Context: an optimization exercise on an open-source flow, tuned for small area. The choices shown serve that exercise and are no tape-out recipe. RTL that was checked went through simulation tests only; none was proved equivalent to the original. No functional check of the RTL was part of run 1. Power and IR drop assume default switching activity.

==> flow/design.v (outline; a module is shown in full before it is edited, if it fits) <==
// module clk_div: 31 lines
// module VGA_Display: 26 lines
// module spr_ball: 254 lines
// module spr_bar_a: 225 lines
// module spr_bar_b: 229 lines
// module rom_ctl: 31 lines
// module Glitch_Reduce: 16 lines
// module debounce: 18 lines
// module score: 76 lines
// module Main_FSM: 72 lines
// module bar_ctl: 39 lines
// module ram_ctl: 63 lines
// module spr_ball_ctl: 76 lines
// module spr_bar_ctl: 55 lines
// module bg_addr: 47 lines
// module ball_fsm: 157 lines
// module top: 66 lines
module top(
input clk,
input rst,
input [15:0] MemDB,
input [4:0] clt,
output [2:0] red,
output [2:0] green,
output [1:0] blue,
output hsync,
output vsync,
output [25:0] MemAdr,
output we_L,
output oe_L,
output ce_L,
output lb_L,
output ub_L,
output RamADV_L,
output RamCLK,
output RamCRE,
output FlashCS,
output [3:0] sel,
output [7:0] data
    );
  // ...
==> flow/flow/run.sh <==
#!/bin/bash
# The standard layout (standard.sh, unchanged synthesis and steps), with
# two changes: the port buffers that global placement inserts are the
# smallest buffer cell, sky130_fd_sc_hd__buf_1, instead of the one
# buffer_ports picks by default (every port still gets its buffer), and
# clock tree synthesis uses clkbuf_8 clusters without dummy loads.
set -euo pipefail
export BUFFER_PORTS_ARGS="-buffer_cell sky130_fd_sc_hd__buf_1"
export CTS_ARGS="-sink_clustering_enable -repair_clock_nets -buf_list sky130_fd_sc_hd__clkbuf_8 -sink_clustering_size 15 -sink_clustering_max_diameter 60 -dont_use_dummy_load"
bash standard.sh > standard.log 2>&1
==> flow/standard.sh <==
#!/bin/bash
# synth_recipe.tcl (not shown) runs the flow's synth.tcl, then flattens the netlist and writes it again
# the make line also repeats each setting of config.mk as NAME=value (left out here)
make -C /OpenROAD-flow-scripts/flow DESIGN_CONFIG=/design/flow/config.mk WORK_HOME=/design/flow/orfs CLKGATE_MAP_FILE= SYNTH_SCRIPT=/design/flow/synth_recipe.tcl "${@:-finish}"
==> flow/config.mk <==
export PLATFORM = sky130hd
export DESIGN_NAME = top
export DESIGN_NICKNAME = top
export VERILOG_FILES = /design/flow/design.v
export SDC_FILE = /design/flow/constraint.sdc
export NUM_CORES = 4
export LEC_CHECK = 0
export CAP_MARGIN = 20
export CORE_MARGIN = 2
export CORE_UTILIZATION = 40
export CTS_BUF_LIST = sky130_fd_sc_hd__clkbuf_8
export CTS_CLUSTER_DIAMETER = 60
export CTS_CLUSTER_SIZE = 15
export SLEW_MARGIN = 20
export SYNTH_MEMORY_MAX_BITS = 20000
==> flow/constraint.sdc <==
create_clock -name core_clock -period 10.0 [get_ports {clk}]
set_input_delay 2.0000 -clock core_clock [delete_from_list [all_inputs] [get_ports {clk}]]
set_output_delay 2.0000 -clock core_clock [all_outputs]
set_load 0.01 [all_outputs]
==> metrics.md, run 1 <==
| Metric | Value |
|---|---|
| Status | no timing/DRC/antenna violations |
| Via count | 18,900 |
| Met3 Usage GRT | 2.56% |
| Setup TNS | 0 ns |
| Flop-to-flop setup slack | 1.78 ns |
| Crit-path max FO | 14 |
| Syn-to-layout area delta | 4.52% |
| Mapped Cells | 2,480 |
| Number of global-route vias before repair | 18,400 |
| RSZ-0062 raised after global routing | no |
| Worst Setup Path Type | reg -> reg |
| GR peak layer | met2 |
| Pwr/cell area | 131 nW/µm² |
| Hold WS | 0.383 ns |
| Largest registers | u_Main_FSM.Wait (22), u_ram_ctl.u_bg_addr.madr (21), u_clk_div.hi (12) |
| IO buf count | 64 |
| Crit path capture | u_ball_fsm.ball_y[9]$_SDFFE_PN0P_ |
| Worst Skew | 0.0737 ns |
| Sw Ratio | 35.4% |
| Sequential share of cell area | 31.9% |
| Post-synth top area cell | dfrtp_1 |
| Seq. pwr | 1420 µW |
| Reg2reg path depth | 32 |
| Non-clk bufs | 88 |
| Post-synth EDFFs | 14 |
| Top_reg_cell synth | dfrtp_1 |
| Hold Path Depth | 0 |
| Largest net degree at the start of global routing | 134 |
| Final min period | 8.22 ns |
| Placed inst area | 22,200 µm² |
| Top reg by flops | u_Main_FSM.Wait |
| Post-synth top area share | 23.7% |
| Clock Tree Buf Depth | 3 |
| Total number of yosys warnings | 13 |
| Largest class | multi-input combinational cells |
| Maximum vdd ir drop | 0.120 mV |
| Drt via density | 6.03 |
| Routed met1 length | 27,700 µm |
| Startpoint Class | flip-flop |
==> module spr_ball_ctl, before the edit <==
module spr_ball_ctl(
input clk,
input rst,
input clk_40ns,
input clk_80ns,
input clk_c7,
input [9:0] hcount,
input [9:0] vcount,
input [9:0] ball_x,
input [9:0] ball_y,
output reg flag,
output reg [4:0] row,	 
output reg [3:0] col
    );
function [9:0] add10(input [9:0] a, input [9:0] b, input ci);
	integer i; reg c;
	begin
		c = ci;
		for(i = 0; i < 10; i = i + 1) begin
			add10[i] = a[i] ^ b[i] ^ c;
			c = (a[i] & b[i]) | (c & (a[i] ^ b[i]));
		end
	end
endfunction
function lt10(input [9:0] a, input [9:0] b);
	integer i; reg c;
	begin
		c = 1'b0;
		for(i = 0; i < 10; i = i + 1)
			c = (a[i] ^ b[i]) ? b[i] : c;
		lt10 = c;
	end
endfunction
reg [9:0] x_tem;
reg on;
reg same_line;	 
reg wrapped;	 
wire b_end = (row == 5'd19) && (col == 4'd9);
wire [9:0] dx = add10(hcount, ~x_tem, 1'b1);
wire hit = on && lt10(dx, 10'd20) && !same_line && (!wrapped || !lt10(vcount, 10'd503));
wire cap = (vcount == ball_y);
always@(posedge clk)
	if(clk_80ns && !b_end && cap)
		x_tem <= ball_x;
always@(posedge clk or posedge rst)
	if(rst) begin
		on <= 0;
		flag <= 0;
		same_line <= 0;
		wrapped <= 0;
	end else begin
		if(clk_80ns) begin
			if(b_end) on <= 0;
			else if(cap) on <= 1;
			flag <= !b_end && hit;
		end
		if(clk_80ns && !b_end && cap) begin
			same_line <= 1;
			wrapped <= 0;
		end else if(clk_40ns && hcount == 10'd799) begin
			same_line <= 0;
			if(vcount == 10'd520) wrapped <= 1;
		end
	end
always@(posedge clk or posedge rst)
	if(rst) begin
		row <= 0; col <= 0;
	end else if(clk_c7) begin
		if(b_end) begin
			row <= 0; col <= 0;
		end else if(flag) begin
			if(col == 4'd9) begin col <= 0; row <= row + 5'd1; end
			else col <= col + 4'd1;
		end
	end
endmodule
==> module spr_bar_ctl, before the edit <==
module spr_bar_ctl #(parameter HLO = 10'd149, parameter HHI = 10'd166) (
input clk,
input rst,
input clk_40ns,
input clk_80ns,
input clk_c7,
input [9:0] hcount,
input [9:0] vcount,
input [9:0] bar_y,
output reg flag,
output reg [6:0] row,	 
output reg [3:0] col
    );
function lt10(input [9:0] a, input [9:0] b);
	integer i; reg c;
	begin
		c = 1'b0;
		for(i = 0; i < 10; i = i + 1)
			c = (a[i] ^ b[i]) ? b[i] : c;
		lt10 = c;
	end
endfunction
reg on;
reg same_line;
wire a_end = (row == 7'd69) && (col == 4'd8);
wire hit = on && !same_line && !lt10(hcount, HLO) && !lt10(HHI, hcount);
wire cap = (vcount == bar_y);
always@(posedge clk or posedge rst)
	if(rst) begin
		on <= 0;
		same_line <= 0;
		flag <= 0;
	end else begin
		if(clk_80ns) begin
			if(a_end) on <= 0;
			else if(cap) on <= 1;
			flag <= !a_end && hit;
		end
		if(clk_80ns && !a_end && cap)
			same_line <= 1;
		else if(clk_40ns && hcount == 10'd799)
			same_line <= 0;
	end
always@(posedge clk or posedge rst)
	if(rst) begin
		row <= 0; col <= 0;
	end else if(clk_c7) begin
		if(a_end) begin
			row <= 0; col <= 0;
		end else if(flag) begin
			if(col == 4'd8) begin col <= 0; row <= row + 7'd1; end
			else col <= col + 4'd1;
		end
	end
endmodule
==> module ball_fsm, before the edit <==
module ball_fsm(
input clk,
input rst,
input start,
input tick,
input [5:0] random,
input [9:0] bar_a_y,
input [9:0] bar_b_y,
output reg [9:0] ball_x,
output reg [9:0] ball_y,
output reg [1:0] win
    );
function [9:0] add10(input [9:0] a, input [9:0] b, input ci);
	integer i; reg c;
	begin
		c = ci;
		for(i = 0; i < 10; i = i + 1) begin
			add10[i] = a[i] ^ b[i] ^ c;
			c = (a[i] & b[i]) | (c & (a[i] ^ b[i]));
		end
	end
endfunction
function lt10(input [9:0] a, input [9:0] b);
	integer i; reg c;
	begin
		c = 1'b0;
		for(i = 0; i < 10; i = i + 1)
			c = (a[i] ^ b[i]) ? b[i] : c;
		lt10 = c;
	end
endfunction
function slt10(input [9:0] a, input [9:0] b);
	slt10 = lt10(a ^ 10'h200, b ^ 10'h200);
endfunction
reg xs_neg, xs_4;
reg ys_neg;
reg [1:0] ys_m;		 
reg [5:0] bwait;	 
reg bmark;
wire [9:0] x_speed = xs_neg ? (xs_4 ? -10'd4 : -10'd3) : (xs_4 ? 10'd4 : 10'd3);
wire [2:0] mag = {ys_m[1], ~ys_m[1], ys_m[0]};
wire [9:0] ys_mag = {7'd0, mag};
wire [9:0] y_speed = ys_neg ? -ys_mag : ys_mag;
wire scored = (win == 2'd1) || (win == 2'd2);
wire nx_neg = !random[5];
wire nx_4 = (random[5] == random[3]);
reg [1:0] ny_m;
always @* begin
	case({random[4],random[2],random[0]})
		3'd2, 3'd5: ny_m = 2'd1;
		3'd3, 3'd4: ny_m = 2'd0;
		default: ny_m = 2'd2;
	endcase
end
wire [9:0] bxs = add10(ball_x, x_speed, 1'b0);
wire [9:0] bys = add10(ball_y, y_speed, 1'b0);
wire [9:0] ea = add10(bar_a_y, ~ball_y, 1'b1);
wire [9:0] eb = add10(bar_b_y, ~ball_y, 1'b1);
wire hit_a_x = !lt10(10'd166, bxs);	 
wire hit_b_x = !lt10(bxs, 10'd741);	 
wire wall_l = !lt10(10'd149, bxs);	 
wire wall_r = !lt10(bxs, 10'd759);	 
wire on_a = !slt10(10'd10, ea) && !slt10(ea, -10'd59);
wire on_b = !slt10(10'd10, eb) && !slt10(eb, -10'd59);
always@(posedge clk or posedge rst)
	if(rst)
		win <= 2'd0;
	else if(!start)
		win <= 2'd0;
	else if(tick) begin
		if(scored)
			win <= 2'd0;
		else if(hit_a_x && on_a)
			win <= 2'd0;
		else if(hit_b_x && on_b)
			win <= 2'd0;
		else if(wall_l)
			win <= 2'd2;
		else if(wall_r)
			win <= 2'd1;
		else if(!bmark)
			win <= 2'd0;
	end
always@(posedge clk)
	if(!start) begin
		ball_x <= 10'd454;
		xs_neg <= nx_neg; xs_4 <= nx_4;
	end else if(!tick)
		;
	else if(scored) begin
		ball_x <= 10'd454;
		xs_neg <= nx_neg; xs_4 <= nx_4;
	end else if(hit_a_x && on_a) begin
		ball_x <= 10'd166;
		xs_neg <= ~xs_neg;
	end else if(hit_b_x && on_b) begin
		ball_x <= 10'd741;
		xs_neg <= ~xs_neg;
	end else if(wall_l) begin
		ball_x <= 10'd149;
		xs_neg <= ~xs_neg;
	end else if(wall_r) begin
		ball_x <= 10'd759;
		xs_neg <= ~xs_neg;
	end else if(!bmark)
		ball_x <= bxs;
always@(posedge clk)
	if(!start)
		bwait <= 0;
	else if(tick) begin
		if(scored || bwait == 6'd19)	 
			bwait <= 0;
		else if(bmark)
			bwait <= {bwait[4:0], ~(bwait[5] ^ bwait[4])};
	end
always@(posedge clk or posedge rst)
	if(rst)
		bmark <= 1'b0;
	else if(start && tick) begin
		if(scored)
			bmark <= 1;
		else if(bwait == 6'd19)
			bmark <= 0;
	end
wire in_a_x = !lt10(10'd156, ball_x);
wire in_b_x = !lt10(ball_x, 10'd751);
wire [9:0] top_hi = 10'd20 + {7'd0, mag};		 
wire [9:0] bot_lo = 10'd955 - {7'd0, mag};		 
wire c1 = in_a_x && !ys_neg && !lt10(ea, 10'd20) && !lt10(top_hi, ea);
wire c2 = in_b_x && !ys_neg && !lt10(eb, 10'd20) && !lt10(top_hi, eb);
wire c3 = in_a_x && ys_neg && !lt10(ea, bot_lo) && !lt10(10'd955, ea);
wire c4 = in_b_x && !slt10(-10'd69, ea) && !slt10(eb, add10(y_speed, -10'd69, 1'b0));
wire wall_t = !lt10(10'd35, bys);	 
wire wall_b = !lt10(bys, 10'd485);	 
wire [9:0] bsel = (c1 || c3) ? bar_a_y : bar_b_y;
wire [9:0] ynew = add10(bsel, (c1 || c2) ? -10'd20 : 10'd69, 1'b0);
always@(posedge clk)
	if(!start) begin
		ball_y <= 10'd260;
		ys_neg <= 0; ys_m <= ny_m;
	end else if(!tick)
		;
	else if(scored) begin
		ball_y <= 10'd260;
		ys_neg <= 0; ys_m <= ny_m;
	end else if(c1 || c2 || c3 || c4) begin
		ball_y <= ynew;
		ys_neg <= ~ys_neg;
	end else if(wall_t) begin
		ball_y <= 10'd35;
		ys_neg <= ~ys_neg;
	end else if(wall_b) begin
		ball_y <= 10'd485;
		ys_neg <= ~ys_neg;
	end else if(!bmark)
		ball_y <= bys;
endmodule
==> run 2: changes to the inputs <==
--- a/flow/design.v
+++ b/flow/design.v
@@ -1132,15 +1132,13 @@
 		x_tem <= ball_x;
 always@(posedge clk or posedge rst)
-	if(rst) begin
+	if(rst)
 		on <= 0;
-		flag <= 0;
-		same_line <= 0;
-		wrapped <= 0;
-	end else begin
-		if(clk_80ns) begin
-			if(b_end) on <= 0;
-			else if(cap) on <= 1;
+	else if(clk_80ns) begin
+		if(b_end) on <= 0;
+		else if(cap) on <= 1;
+	end
+always@(posedge clk) begin
+		if(clk_80ns)
 			flag <= !b_end && hit;
-		end
 		if(clk_80ns && !b_end && cap) begin
 			same_line <= 1;
@@ -1151,9 +1149,7 @@
 		end
 	end
-always@(posedge clk or posedge rst)
-	if(rst) begin
-		row <= 0; col <= 0;
-	end else if(clk_c7) begin
-		if(b_end) begin
+always@(posedge clk)
+	if(clk_c7) begin
+		if(b_end || !on) begin
 			row <= 0; col <= 0;
 		end else if(flag) begin
@@ -1191,14 +1187,13 @@
 wire cap = (vcount == bar_y);
 always@(posedge clk or posedge rst)
-	if(rst) begin
+	if(rst)
 		on <= 0;
-		same_line <= 0;
-		flag <= 0;
-	end else begin
-		if(clk_80ns) begin
-			if(a_end) on <= 0;
-			else if(cap) on <= 1;
+	else if(clk_80ns) begin
+		if(a_end) on <= 0;
+		else if(cap) on <= 1;
+	end
+always@(posedge clk) begin
+		if(clk_80ns)
 			flag <= !a_end && hit;
-		end
 		if(clk_80ns && !a_end && cap)
 			same_line <= 1;
@@ -1206,9 +1201,7 @@
 			same_line <= 0;
 	end
-always@(posedge clk or posedge rst)
-	if(rst) begin
-		row <= 0; col <= 0;
-	end else if(clk_c7) begin
-		if(a_end) begin
+always@(posedge clk)
+	if(clk_c7) begin
+		if(a_end || !on) begin
 			row <= 0; col <= 0;
 		end else if(flag) begin
@@ -1321,5 +1314,4 @@
 end
 wire [9:0] bxs = add10(ball_x, x_speed, 1'b0);
-wire [9:0] bys = add10(ball_y, y_speed, 1'b0);
 wire [9:0] ea = add10(bar_a_y, ~ball_y, 1'b1);
 wire [9:0] eb = add10(bar_b_y, ~ball_y, 1'b1);
@@ -1398,8 +1390,12 @@
 wire c3 = in_a_x && ys_neg && !lt10(ea, bot_lo) && !lt10(10'd955, ea);
 wire c4 = in_b_x && !slt10(-10'd69, ea) && !slt10(eb, add10(y_speed, -10'd69, 1'b0));
+wire [3:0] d1 = ea[3:0] - 4'd4;		 
+wire [3:0] d2 = eb[3:0] - 4'd4;		 
+wire [3:0] d3 = ea[3:0] - 4'd11;	 
+wire [9:0] yop = c1 ? {{6{d1[3]}}, d1} : c2 ? {{6{d2[3]}}, d2} : c3 ? {{6{d3[3]}}, d3} : y_speed;
+wire [9:0] bys = add10(ball_y, yop, 1'b0);
+wire [9:0] y4 = add10(bar_b_y, 10'd69, 1'b0);
 wire wall_t = !lt10(10'd35, bys);	 
 wire wall_b = !lt10(bys, 10'd485);	 
-wire [9:0] bsel = (c1 || c3) ? bar_a_y : bar_b_y;
-wire [9:0] ynew = add10(bsel, (c1 || c2) ? -10'd20 : 10'd69, 1'b0);
 always@(posedge clk)
 	if(!start) begin
@@ -1411,6 +1407,9 @@
 		ball_y <= 10'd260;
 		ys_neg <= 0; ys_m <= ny_m;
-	end else if(c1 || c2 || c3 || c4) begin
-		ball_y <= ynew;
+	end else if(c1 || c2 || c3) begin
+		ball_y <= bys;
+		ys_neg <= ~ys_neg;
+	end else if(c4) begin
+		ball_y <= y4;
 		ys_neg <= ~ys_neg;
 	end else if(wall_t) begin
--- a/flow/config.mk
+++ b/flow/config.mk
@@ -8,8 +8,5 @@
 export CAP_MARGIN = 20
 export CORE_MARGIN = 2
-export CORE_UTILIZATION = 40
-export CTS_BUF_LIST = sky130_fd_sc_hd__clkbuf_8
-export CTS_CLUSTER_DIAMETER = 60
-export CTS_CLUSTER_SIZE = 15
+export CORE_UTILIZATION = 65
 export SLEW_MARGIN = 20
 export SYNTH_MEMORY_MAX_BITS = 20000
==> run 2 against run 1 <==
Against the previous run:
- critical path type unchanged
- highest routed layer unchanged
- area after synthesis decreased by 0.47%
- still clean on timing, DRC and antenna
- count of clock-buffer cells in the layout shrank 1
- sequential power hardly changed
==> metrics.md, run 2 <==
| Metric | Value |
|---|---|
| Max H-tree Level | 1 (unchanged) |
| Slew HR | 20.9% (was 33.0%) |
| Total number of yosys warnings | 13 (unchanged) |
| GP Congestion | 0.967 (was 0.925) |
| Overflow after GRT | 0 (unchanged) |
| Fin. max-slew vios | 0 (unchanged) |
| Clock root cell | clkbuf_8 (unchanged) |
| Synth unique cells | 94 (was 99) |
| FF+latch count, synth | 302 (unchanged) |
| Final antenna-violating net count | 0 (unchanged) |
| Ys async rst share | 55.3% (was 67.9%) |
| Die Ht | 186 µm (was 237 µm) |
| Largest net degree at the start of global routing | 87 (was 134) |
| Post-synth top area cell | dfrtp_1 (unchanged) |
| Die Wd | 186 µm (was 237 µm) |
| DR pass1 iterations | 7 (was 6) |
| First-pass GRT wire length | 94,800 µm (was 101,000 µm) |
| Worst skew pair latency | 0.63 ns (was 0.64 ns) |
| IO buf count | 64 (unchanged) |
| Inst Count DP | 2,886 (was 3,102) |
| Met1 GRT Util | 47.2% (was 30.6%) |
| Commonest non-fill, non-tap cell in the layout | nand2_1 (was dfrtp_1) |
| Detailed Place HPWL | 41,700 µm (was 43,500 µm) |
| Mapped Cells | 2,513 (was 2,480) |
| Count leader, synth | nand2_1 (was dfrtp_1) |
| Slowest cell on crit path | fa_1 (was or4_1) |
| All-Layer GR Usage | 33.8% (was 21.9%) |
| M2 GR Usage | 54.3% (was 35.5%) |
| Average size of a mapped cell | 8.58 µm² (was 8.74 µm²) |
| Number of global-route vias before repair | 18,000 (was 18,400) |
| Crit path required time | 10.43 ns (was 10.51 ns) |
| Worst Setup Path Type | reg -> reg (unchanged) |
| Status | no timing/DRC/antenna violations (unchanged) |
| Via count | 19,200 (was 18,900) |
| Per-cell routed wire length | 20.2 µm (was 19.9 µm) |
| Clk slew on worst S/H paths | 0.10 ns (about the same) |
| Setup crit end kind | flip-flop (unchanged) |
| Antenna cell count | 0 (unchanged) |
| 1st-iter DRT viols | 2,220 (was 1,734) |
| Max FFs per register | 22 (unchanged) |
| Top_reg_cell synth | dfrtp_1 (unchanged) |
| F_max | 0.104 GHz (was 0.122 GHz) |
| Synth top cells by count | nand2_1 (228), nor2_1 (196), dfrtp_1 (167), o21ai_0 (164), a21oi_1 (145) (was dfrtp_1 (205), nand2_1 (190), nor2_1 (176), o21ai_0 (138), inv_1 (136)) |
| Met3 Usage GRT | 4.42% (was 2.56%) |
| Drt drc | 0 (unchanged) |
| IO Count | 80 (unchanged) |
| Drt via density | 6.57 (was 6.03) |
| P_leak | 0.00923 µW (was 0.00922 µW) |
| Final min period | 9.59 ns (was 8.22 ns) |
| Crit path max-delay family | adder cells (unchanged) |
| Commonest non-fill, non-tap cells in the layout | nand2_1 (228), nor2_1 (195), dfrtp_1 (164) (was dfrtp_1 (203), nand2_1 (190), nor2_1 (176)) |
| Area of the core | 32,600 µm² (was 53,700 µm²) |
| Period utilization | 95.9% (was 82.2%) |
| TritonCTS Buffers | 28 (was 29) |
| Crit-path max FO | 8 (was 14) |
| Syn-to-layout area delta | 3.67% (was 4.52%) |
| Final std cells w/o fill | 2,918 (was 3,131) |
| Largest registers | u_Main_FSM.Wait (22), u_ram_ctl.u_bg_addr.madr (21), u_clk_div.hi (12) (unchanged) |
| Crit-path max cell delay | 0.50 ns (was 0.56 ns) |
| Top reg by flops | u_Main_FSM.Wait (unchanged) |
| GR peak layer | met2 (unchanged) |
| Fraction of layout instances using a drive strength above 1 | 4.32% (was 4.80%) |
| CP most frequent cell | fa_1 (unchanged) |
| Hold crit path type | reg -> reg (unchanged) |
| Maximum vdd ir drop | 0.116 mV (was 0.120 mV) |
| Post-synth top area share | 19.4% (was 23.7%) |
| Synth Cell Area | 21,600 µm² (was 21,700 µm²) |
| Final hold violation count | 0 (unchanged) |
| CTS tree | done (unchanged) |
| Overall power | 2970 µW (was 2960 µW) |
| Number of max-cap violations | 0 (unchanged) |
| CP arrival | 10.02 ns (was 8.74 ns) |
| Worst Skew | 0.124 ns (was 0.0737 ns) |
| Die Area | 34,700 µm² (was 56,000 µm²) |
| Clk sinks | 302 (unchanged) |
| Pwr/cell area | 133 nW/µm² (was 131 nW/µm²) |
| Hold_buf cts | 0 (unchanged) |
| Post-synth EDFFs | 48 (was 14) |
| Post-layout nets | 2,666 (was 2,619) |
| Initial antenna violation count | 0 (unchanged) |
| Final setup viols | 0 (unchanged) |
| Startpoint Class | flip-flop (unchanged) |
| Clock Tree Buf Depth | 3 (unchanged) |
| Actual slew at the worst max-slew pin | 1.17 ns (was 0.997 ns) |
| Largest cells by area after synthesis | dfrtp_1 (19%), dfxtp_1 (8.1%), edfxtp_1 (6.7%) (was dfrtp_1 (24%), dfxtp_1 (7.7%), ha_1 (5.8%)) |
| Std-Cell Rows | 66 (was 85) |
| Starting Density | 66.1% (was 40.3%) |
| Seq/Total Area, Yosys | 34.1% (was 33.3%) |
| WL final | 58,900 µm (was 62,200 µm) |
| Buf+Inv Stages, Crit Path | 7 (was 5) |
[run 2: cell types whose count changed after synthesis, sizes merged, moves of 15 or more]
cell / delta
nor2: +21
and2: +16
buf: -18
nand2: +38
dfrtp: -38
nor2b: -15
o21ai: +19
edfxtp: +34
[run 2: where the power goes]
group	internal, µW	total, µW	switching (µW)
combinational	346	877	531
clock	248	644	396
sequential	1330	1440	116
total	1920	2970	1040
[run 2: cells by family after synthesis]
group                      after synthesis  share of synthesized area (%)
AOI/OAI and AO/OA                      652                           19.8
xor gates and xnor gates               107                           4.48
adders and majority gates              166                           11.5
buffers and inverters                  322                           5.95
DFF                                    302                           34.1
muxes                                   56                           2.69
other                                    2                         0.0348
and+or+nand+nor                        906                           21.4
[run 2: area by class of cell]
type                       instances  area (µm²)
multi-input combinational       1902       13000
fill                            2721       10300
inverter                         151         572
timing repair buffer              93         462
sequential                       302        7370
clock buffer                      28         385
tap                              442         553
[run 2: path summary, 6_finish.rpt]
kind	start	endpoint	slack [ns]	cells past startpoint
setup / recovery	u_bar_ctl.bar_a_y[0]$_SDFFE_PN1P_	u_ball_fsm.ball_y[8]$_SDFFE_PN1P_	0.41	39
min in group asynchronous	rst	u_ram_ctl.u_bg_addr.madr[5]$_DFFE_PP0P_	1.54	2
max in group asynchronous	rst	u_Glitch_Reduce.u_db3.cnt[4]$_DFF_PP0_	7.26	3
hold reg to reg	u_Main_FSM.Down1$_DFF_PP0_	u_Main_FSM.Down2$_DFF_PP0_	0.38	0
hold / removal	u_Main_FSM.Down1$_DFF_PP0_	u_Main_FSM.Down2$_DFF_PP0_	0.38	0
setup reg to reg	u_bar_ctl.bar_a_y[0]$_SDFFE_PN1P_	u_ball_fsm.ball_y[8]$_SDFFE_PN1P_	0.41	39
[run 2: through the flow]
stage | setup TNS, ns | utilization [%] | setup WS (ns) | hold slack, ns | instance area [µm²]
floorplan | 0 | - | 0.817 | 0.347 | 21600
global placement | 0 | 67.1 | 0.326 | 0.359 | 21900
detailed placement | 0 | 67.1 | 0.162 | 0.364 | 21900
CTS | 0 | 68.3 | 0.0968 | 0.387 | 22300
global route | -0.0222 | 68.5 | -0.0173 | 0.393 | 22400
finish | 0 | 68.5 | 0.411 | 0.384 | 22400
[run 2: per-layer routing]
metal	routed length [µm]	vias to the layer above	share of wire, %
met5	0	-	0
met4	2140	0	3.6
met3	4720	157	8.0
met2	27000	961	46
met1	25000	9174	42
li1	-	8883	-
[run 2: timing repair]
action / CTS / global route
endpoints found under the setup margin: 0 / 11
resized for setup: 0 / 5
setup buffers: 0 / 4
==> run 3: changes to the inputs <==
--- a/flow/config.mk
+++ b/flow/config.mk
@@ -8,5 +8,5 @@
 export CAP_MARGIN = 20
 export CORE_MARGIN = 2
-export CORE_UTILIZATION = 65
+export CORE_UTILIZATION = 40
 export SLEW_MARGIN = 20
 export SYNTH_MEMORY_MAX_BITS = 20000
==> run 3 against run 2 <==
Against the previous run:
- sequential power about the same
- critical path depth increased by 1
- clock power increased by 5.1%
- area after synthesis unchanged
- first-iteration DRC count decreased by 7.9%
- sequential share of layout area decreased by 0.52 points
- power increased by 1.5%
- critical path type unchanged
- largest power group unchanged
==> metrics.md, run 3 <==
| Metric | Value |
|---|---|
| P_leak | 0.00926 µW (was 0.00923 µW) |
| Final hold violation count | 0 (unchanged) |
| Worst R2R Start | u_bar_ctl.bar_a_y[0]$_SDFFE_PN1P_ (unchanged) |
| Top reg by flops | u_Main_FSM.Wait (unchanged) |
| Clock root cell | clkbuf_8 (unchanged) |
| TritonCTS Buffers | 31 (was 28) |
| Drt drc | 0 (unchanged) |
| Post-synth top area share | 19.4% (unchanged) |
| Slew HR | 32.5% (was 20.9%) |
| Hold_buf cts | 0 (unchanged) |
| Actual slew at the worst max-slew pin | 1.01 ns (was 1.17 ns) |
| Detailed Place HPWL | 42,800 µm (was 41,700 µm) |
| IO buf count | 64 (unchanged) |
| Reg2reg path depth | 40 (was 39) |
| Final antenna-violating net count | 0 (unchanged) |
| Mapped Cells | 2,513 (unchanged) |
| Starting Density | 40.2% (was 66.1%) |
| WL final | 60,100 µm (was 58,900 µm) |
| FF+latch count, synth | 302 (unchanged) |
| Post-Synth XOR/XNOR Area | 4.48% (unchanged) |
| Die Wd | 236 µm (was 186 µm) |
| M2 GR Usage | 33.0% (was 54.3%) |
| Met3 Usage GRT | 2.27% (was 4.42%) |
| GR peak layer | met2 (unchanged) |
| Clk slew on worst S/H paths | 0.09 ns (was 0.10 ns) |
| Overflow after GRT | 0 (unchanged) |
| Post-synthesis mux area share | 2.69% (unchanged) |
| DR pass1 iterations | 8 (was 7) |
| Slowest cell on crit path | fa_1 (unchanged) |
| Max H-tree Level | 1 (unchanged) |
| Compound-cell area share of the yosys netlist | 19.8% (unchanged) |
| Startpoint Class | flip-flop (unchanged) |
| Setup crit end kind | flip-flop (unchanged) |
| Status | no timing/DRC/antenna violations (unchanged) |
| Die Area | 55,800 µm² (was 34,700 µm²) |
| Final min period | 9.58 ns (was 9.59 ns) |
| Filler Cells Inserted | 5,307 (was 2,721) |
| Initial antenna violation count | 2 (was 0) |
| Top_reg_cell synth | dfrtp_1 (unchanged) |
| Period utilization | 95.8% (was 95.9%) |
| R2R Path End | u_ball_fsm.ball_y[3]$_SDFFE_PN0P_ (was u_ball_fsm.ball_y[8]$_SDFFE_PN1P_) |
| Commonest non-fill, non-tap cell in the layout | nand2_1 (unchanged) |
| Pwr/cell area | 132 nW/µm² (was 133 nW/µm²) |
| RSZ-0062 raised after global routing | no |
| All-Layer GR Usage | 21.0% (was 33.8%) |
| Total number of yosys warnings | 13 (unchanged) |
| Crit path capture | u_ball_fsm.ball_y[3]$_SDFFE_PN0P_ (was u_ball_fsm.ball_y[8]$_SDFFE_PN1P_) |
| Post-synth EDFFs | 48 (unchanged) |
| Fraction of layout instances using a drive strength above 1 | 4.51% (was 4.32%) |
| CP most frequent cell | fa_1 (unchanged) |
| Max FFs per register | 22 (unchanged) |
| Largest family of logic cells by synthesized area | simple AND/OR/NAND/NOR gates (unchanged) |
| Synth Cell Area | 21,600 µm² (unchanged) |
| Maximum vdd ir drop | 0.106 mV (was 0.116 mV) |
| Seq/Total Area, Yosys | 34.1% (unchanged) |
| Worst Skew | 0.0719 ns (was 0.124 ns) |
| Die Ht | 236 µm (was 186 µm) |
| First-pass GRT wire length | 97,200 µm (was 94,800 µm) |
| Largest registers | u_Main_FSM.Wait (22), u_ram_ctl.u_bg_addr.madr (21), u_clk_div.hi (12) (unchanged) |
| Clk sinks | 302 (unchanged) |
| Per-cell routed wire length | 18.9 µm (was 20.2 µm) |
| Final Core Density | 42.4% (was 68.5%) |
| Met1 GRT Util | 30.3% (was 47.2%) |
| Crit path required time | 10.54 ns (was 10.43 ns) |
| Worst skew pair latency | 0.64 ns (was 0.63 ns) |
| Count leader, synth | nand2_1 (unchanged) |
| Average size of a mapped cell | 8.58 µm² (unchanged) |
| Number of global-route vias before repair | 17,800 (was 18,000) |
| CTS tree | done (unchanged) |
| Drt via density | 5.98 (was 6.57) |
| CP arrival | 10.12 ns (was 10.02 ns) |
| Synth unique cells | 94 (unchanged) |
| Synth top cells by count | nand2_1 (228), nor2_1 (196), dfrtp_1 (167), o21ai_0 (164), a21oi_1 (145) (unchanged) |
| Via count | 19,000 (was 19,200) |
| CTS resizes | 0 (unchanged) |
| Area of the core | 53,600 µm² (was 32,600 µm²) |
| Setup TNS | 0 ns (unchanged) |
| Hold WS | 0.374 ns (was 0.384 ns) |
| Worst Setup Path Type | reg -> reg (unchanged) |
| Largest cells by area after synthesis | dfrtp_1 (19%), dfxtp_1 (8.1%), edfxtp_1 (6.7%) (unchanged) |
| Ys async rst share | 55.3% (unchanged) |
| Post-synth top area cell | dfrtp_1 (unchanged) |
| Fin. max-slew vios | 0 (unchanged) |
| 1st-iter DRT viols | 2,044 (was 2,220) |
| Post-CTS Setup Bufs | 0 (unchanged) |
| Post-Synth Adder-Cell Area | 11.5% (unchanged) |
| Crit-path max cell delay | 0.49 ns (was 0.50 ns) |
| Commonest non-fill, non-tap cells in the layout | nand2_1 (228), nor2_1 (196), dfrtp_1 (164) (was nand2_1 (228), nor2_1 (195), dfrtp_1 (164)) |
| Post-layout nets | 2,672 (was 2,666) |
| GP Congestion | 0.963 (was 0.967) |
| Crit path from | u_bar_ctl.bar_a_y[0]$_SDFFE_PN1P_ (unchanged) |
| Hold crit path type | reg -> reg (unchanged) |
| Number of max-cap violations | 0 (unchanged) |
| Syn-to-layout area delta | 5.31% (was 3.67%) |
| Std-Cell Rows | 85 (was 66) |
| Largest net degree at the start of global routing | 86 (was 87) |
| Flop-to-flop setup slack | 0.42 ns (was 0.41 ns) |
| Final setup viols | 0 (unchanged) |
| Clock Tree Buf Depth | 3 (unchanged) |
| Crit-path max FO | 6 (was 8) |
| F_max | 0.104 GHz (about the same) |
| IO Count | 80 (unchanged) |
| Area share of and/or/nand/nor cells after synthesis | 21.4% (unchanged) |
-- run 3: cell counts after synthesis --
Identical to the previous run, type by type.
-- run 3: worst min-delay path by stage --
stage / from / endpoint / slack (ns) / depth (start not counted)
CTS: u_Main_FSM.Enter1$_DFF_PP0_ / u_Main_FSM.Enter2$_DFF_PP0_ / 0.38 / 0
global placement: u_Main_FSM.Enter1$_DFF_PP0_ / u_Main_FSM.Enter2$_DFF_PP0_ / 0.35 / 0
finish: u_Main_FSM.Enter1$_DFF_PP0_ / u_Main_FSM.Enter2$_DFF_PP0_ / 0.37 / 0
global route: u_Main_FSM.Enter1$_DFF_PP0_ / u_Main_FSM.Enter2$_DFF_PP0_ / 0.39 / 0
detailed placement: u_Main_FSM.Enter1$_DFF_PP0_ / u_Main_FSM.Enter2$_DFF_PP0_ / 0.35 / 0
floorplan: u_Main_FSM.Enter1$_DFF_PP0_ / u_Main_FSM.Enter2$_DFF_PP0_ / 0.35 / 0
-- run 3: cells by family after synthesis --
logic type / Yosys count
fa+ha+maj: 166
simple gates: 906
compound gates: 652
mux: 56
other cells: 2
buf+inv: 322
flops: 302
xor+xnor: 107
-- run 3: area by class of cell --
type	count	area (µm²)	share of cell area [%]
multi-input combinational	1902	13000	57.2
sequential	302	7370	32.4
tap	696	871	3.83
inverter	151	572	2.52
timing repair buffer	96	480	2.12
clock buffer	31	427	1.88
antenna	1	2.50	0.0110
-- run 3: report_power, final --
part	switching, µW	internal (µW)	leakage [µW]
logic	533	346	0.00575
registers	125	1330	0.00328
clock network	404	273	0.000223
-- run 3: through the flow --
step / std cells / area [µm²] / setup slack (ns) / total power [µW]
2_1_floorplan: 2526 / 21600 / 0.817 / 2110
3_3_place_gp: 3147 / 22300 / 0.473 / 2340
3_5_place_dp: 3147 / 22300 / 0.386 / 2350
4_1_cts: 3178 / 22700 / 0.381 / 3050
5_1_grt: 3179 / 22700 / 0.00184 / 3210
6_report: 3179 / 22700 / 0.423 / 3010
-- run 3: metal layers --
| layer | up-vias | share of wire, % | routed length, µm |
|---|---|---|---|
| li1 | 8896 | - | - |
| met2 | 853 | 45 | 27000 |
| met5 | - | 0 | 0 |
| met3 | 126 | 7.4 | 4470 |
| met4 | 0 | 2.7 | 1600 |
| met1 | 9145 | 45 | 27100 |
-- run 3: critical path, delay by kind of cell (launching register included) --
kind | cells | cell delay (ns)
adders and majority gates | 18 | 5.94
and+or+nand+nor | 9 | 1.73
AOI/OAI and AO/OA | 5 | 0.75
buffers and inverters | 8 | 0.67
DFF | 1 | 0.36

==> static timing again, ports no longer ideal <==
Ports are ideal in the flow. The routed layouts listed here were re-timed in OpenROAD. Step 1 (the two cells are an assumption about what drives the block):
set clk [get_ports {clk}]
set_driving_cell -lib_cell sky130_fd_sc_hd__clkbuf_16 $clk
set_driving_cell -lib_cell sky130_fd_sc_hd__buf_2 [delete_from_list [all_inputs] $clk]
Step 2 times the ports against the registers' clock, not the clock port: input delays grow and output delays shrink by t, the midpoint of the rising clock arrivals with the driver on. Slacks: ideal / step 1 / step 2; pairs: ideal / step 1.
run | t, ns | setup slack, ns | cell pins on the clock port's net
run 1 | 0.657 | 1.775 / 1.775 / 1.775 | 1
run 2 | 0.623 | 0.411 / 0.411 / 0.411 | 1
run 3 | 0.661 | 0.423 / 0.423 / 0.423 | 1
After both steps setup and hold are still met in every run listed.
